What follows belongs to an exercise in optimizing a design on an open flow for small area and a short achievable clock period; a production flow would make more cautious choices. Only simulation tests tie the RTL to the original design; equivalence was not proved. The clock port is modelled as an ideal driver, which makes a skipped or thinned clock tree look cheaper than it is; a real chip needs a root buffer or a tree. No activity file was given, so power comes from the tool's default toggle rates.

==> run X: inputs <==
Design Multiplier_32bit, start of the top module:
module Multiplier_32bit(
    input  logic        clk,
    input  logic        rst,
    input  logic [31:0] in0,   
    input  logic [31:0] in1,   
    output logic        done,
    output logic [63:0] result
);
export LEC_CHECK = 0
export ABC_AREA = 1
export CAP_MARGIN = 20
export CORE_MARGIN = 2
export CORE_UTILIZATION = 60
export CTS_CLUSTER_DIAMETER = 60
export CTS_CLUSTER_SIZE = 30
export PLACE_DENSITY = 0.75
export SLEW_MARGIN = 20
export SYNTH_HIERARCHICAL = 1
create_clock -name core_clock -period 28.0 [get_ports {clk}]
standard.sh (not shown) runs the stock make flow with config.mk's settings and CLKGATE_MAP_FILE= SYNTH_SCRIPT=/design/flow/synth_recipe.tcl, a recipe that flattens the netlist after the stock synthesis.
==> flow/flow/run.sh <==
#!/bin/bash
set -euo pipefail
export BUFFER_PORTS_ARGS="-buffer_cell sky130_fd_sc_hd__buf_2"
bash standard.sh > standard_flow.log 2>&1
==> inputs of run C, as changes to run X <==
- CTS_CLUSTER_DIAMETER: 60 -> 80
- CTS_CLUSTER_SIZE: 30 -> 25
==> inputs of run F, as changes to run X <==
- CAP_MARGIN: 20 -> 0
- CORE_UTILIZATION: 60 -> 40
- CTS_CLUSTER_DIAMETER: 60 -> default
- CTS_CLUSTER_SIZE: 30 -> default
- GPL_TIMING_DRIVEN: default -> 0
- PLACE_DENSITY: 0.75 -> 0.6
- SLEW_MARGIN: 20 -> 0
==> notes <==
- Run F passed the timing, DRC and antenna checks. Run C finished clean. Run X passed the timing, DRC and antenna checks.
- Clock skew, lowest first: run C, run F, run X.
- In run F the register-to-register slack is worse than in run C, by 320 ps.
- In sequential power, run F and run X hardly differ.
- Global-route usage: run C > run X > run F.
- In critical path depth, run F and run X do not differ.
==> figures <==
| item | run X | run F | run C |
|---|---|---|---|
| Run status | no timing/DRC/antenna violations | no timing/DRC/antenna violations | no timing/DRC/antenna violations |
| Pin count of the biggest net entering global routing | 65 | 15 | 65 |
| Top routing layer in use | met4 | met4 | met5 |
| Worst IR drop on VDD | 94.8 uV | 108 uV | 86.9 uV |
| Worst reg2reg endpoint | ra_q[34] | ra_q[36] | ra_q[34] |
| Average routed wire per standard cell | 24.9 um | 30.4 um | 25.1 um |
| Number of signal-net buffers in the layout | 203 | 390 | 203 |
| Weighted congestion at the end of routability-driven global placement | 0.984 | 1.03 | 0.984 |
| Seq. cell area | 5160 um2 | 5140 um2 | 5160 um2 |
| Area taken by multi-input logic gates | 19900 um2 | 19800 um2 | 19900 um2 |
| Slew @ Worst Pin | 1180 ps | 1310 ps | 1170 ps |

---

==> run a <==
Starting RTL as in the previous note.
export LEC_CHECK = 0
export ABC_AREA = 1
export CAP_MARGIN = 20
export CORE_MARGIN = 2
export CORE_UTILIZATION = 55
export CTS_CLUSTER_DIAMETER = 80
export CTS_CLUSTER_SIZE = 30
export PLACE_DENSITY = 0.65
export SLEW_MARGIN = 20
export SYNTH_HIERARCHICAL = 1
create_clock -name core_clock -period 28.0 [get_ports {clk}]
Scripts as last shown in full above: flow/flow/run.sh
==> run b (differences from run a) <==
==> flow/flow/run.sh (replaced) <==
#!/bin/bash
# The standard layout with two changes:
#  - the port buffers are plain buf_2 cells (BUFFER_PORTS_ARGS);
#  - after CTS, flow/clock_tree.tcl (ORFS's POST_CTS_TCL hook) replaces the
#    clock tree with a shallow two-level tree of inv_16 cells.
# ORFS writes each step's log under orfs/logs; make's own output goes to
# standard_flow.log here.
set -euo pipefail
export BUFFER_PORTS_ARGS="-buffer_cell sky130_fd_sc_hd__buf_2"
export POST_CTS_TCL="$PWD/flow/clock_tree.tcl"
bash standard.sh > standard_flow.log 2>&1
==> flow/flow/clock_tree.tcl (new file) <==

proc ct_cluster {pts NX NY} {
  set n [llength $pts]
  set byx [lsort -real -index 1 $pts]
  set groups {}
  for {set cx 0} {$cx < $NX} {incr cx} {
    set a [expr {int(round(double($cx)*$n/$NX))}]
    set b [expr {int(round(double($cx+1)*$n/$NX))-1}]
    set col [lsort -real -index 2 [lrange $byx $a $b]]
    set m [llength $col]
    for {set cy 0} {$cy < $NY} {incr cy} {
      set a2 [expr {int(round(double($cy)*$m/$NY))}]
      set b2 [expr {int(round(double($cy+1)*$m/$NY))-1}]
      set g [lrange $col $a2 $b2]
      if {[llength $g]} { lappend groups $g }
    }
  }
  return $groups
}

proc ct_centroid {g} {
  set sx 0.0; set sy 0.0
  foreach p $g { set sx [expr {$sx + [lindex $p 1]}]; set sy [expr {$sy + [lindex $p 2]}] }
  return [list [expr {$sx/[llength $g]}] [expr {$sy/[llength $g]}]]
}

proc ct_out {inst} {
  set m [$inst getMaster]
  foreach mt [$m getMTerms] {
    if {[$mt getIoType] eq "OUTPUT"} { return [$mt getName] }
  }
}

proc ct_rebuild {NX NY MX MY leafcell rootcell} {
  set block [ord::get_db_block]
  set db [ord::get_db]
  set dbu [$block getDbUnitsPerMicron]
  set clknet [$block findNet clk]

  # collect the clock tree cells and the flip-flop clock pins below the port
  set tree_insts {}
  set tree_nets {}
  set sinks {}
  set todo [list $clknet]
  while {[llength $todo]} {
    set net [lindex $todo 0]
    set todo [lrange $todo 1 end]
    foreach it [$net getITerms] {
      if {![$it isInputSignal]} continue
      set inst [$it getInst]
      set master [$inst getMaster]
      if {[$master isSequential]} {
        lappend sinks $it
      } else {
        lappend tree_insts $inst
        foreach ot [$inst getITerms] {
          if {[$ot isOutputSignal] && [$ot getNet] ne "NULL"} {
            lappend tree_nets [$ot getNet]
            lappend todo [$ot getNet]
          }
        }
      }
    }
  }
  puts "clock tree: removing [llength $tree_insts] cells, [llength $tree_nets] nets; [llength $sinks] flip-flops"
  foreach it $sinks { $it disconnect }
  foreach inst $tree_insts { odb::dbInst_destroy $inst }
  foreach net $tree_nets { odb::dbNet_destroy $net }

  set pts {}
  foreach it $sinks {
    set b [[$it getInst] getBBox]
    lappend pts [list $it [expr {([$b xMin]+[$b xMax])/2.0/$dbu}] [expr {([$b yMin]+[$b yMax])/2.0/$dbu}]]
  }
  set leaves {}
  set i 0
  foreach g [ct_cluster $pts $NX $NY] {
    lassign [ct_centroid $g] cx cy
    set inst [odb::dbInst_create $block [$db findMaster $leafcell] "clktree_leaf_$i"]
    set net [odb::dbNet_create $block "clktree_leaf_net_$i"]
    $net setSigType CLOCK
    [$inst findITerm [ct_out $inst]] connect $net
    foreach p $g { [lindex $p 0] connect $net }
    $inst setLocation [expr {int($cx*$dbu)}] [expr {int($cy*$dbu)}]
    $inst setPlacementStatus PLACED
    lappend leaves [list $inst $cx $cy]
    puts "clock leaf $i: [llength $g] flip-flops at [format %.1f $cx] [format %.1f $cy]"
    incr i
  }
  set j 0
  foreach g [ct_cluster $leaves $MX $MY] {
    lassign [ct_centroid $g] cx cy
    set inst [odb::dbInst_create $block [$db findMaster $rootcell] "clktree_root_$j"]
    set net [odb::dbNet_create $block "clktree_root_net_$j"]
    $net setSigType CLOCK
    [$inst findITerm A] connect $clknet
    [$inst findITerm [ct_out $inst]] connect $net
    foreach p $g { [[lindex $p 0] findITerm A] connect $net }
    $inst setLocation [expr {int($cx*$dbu)}] [expr {int($cy*$dbu)}]
    $inst setPlacementStatus PLACED
    puts "clock root $j: [llength $g] leaves at [format %.1f $cx] [format %.1f $cy]"
    incr j
  }
}

ct_rebuild 3 4 2 2 sky130_fd_sc_hd__inv_16 sky130_fd_sc_hd__inv_16
detailed_placement
check_placement -verbose
estimate_parasitics -placement
report_clock_latency
- CORE_UTILIZATION: 55 -> 60
- CTS_CLUSTER_SIZE: 30 -> 25
- PLACE_DENSITY: 0.65 -> 0.75
==> results.txt <==
Of run b and run a, run a has the higher die area (gap about 8%, measured against run a).
Between run a and run b, the lower clock skew is in run b (gap 0.0083 ns).
Against run a, the sequential share of layout area of run b is higher by 0.29 points.
Register-to-register slack: run b is better than run a (0.18 ns).
In run b the design's own scripts or RTL, not TritonCTS, make the clock network.

static timing again, ports no longer ideal:
No port has a modelled driver above. Below, the same layouts with a new extraction and two added sets of constraints.
Step 1 sets driving cells, clkbuf_16 on the clock port and buf_2 on the other inputs (assumed; they add their load-dependent delay and slew).
Step 2 times the ports against the registers' clock, not the clock port: input delays grow and output delays shrink by t, the midpoint of the rising clock arrivals with the driver on.
Three values: no drivers, after step 1, after step 2; two values: the first two.
run	t, ns	setup WS [ns]	worst register clock-pin slew, ns
run X	0.624	21.347 / 21.286 / 21.910	0.10 / 0.10
run C	0.611	21.360 / 21.302 / 21.913	0.09 / 0.09
run F	0.655	21.327 / 21.263 / 21.829	0.06 / 0.06
run a	0.625	21.352 / 21.294 / 21.918	0.10 / 0.10
run b	0.356	21.782 / 21.557 / 21.913	0.08 / 0.08
After both steps setup and hold are still met in every run listed.
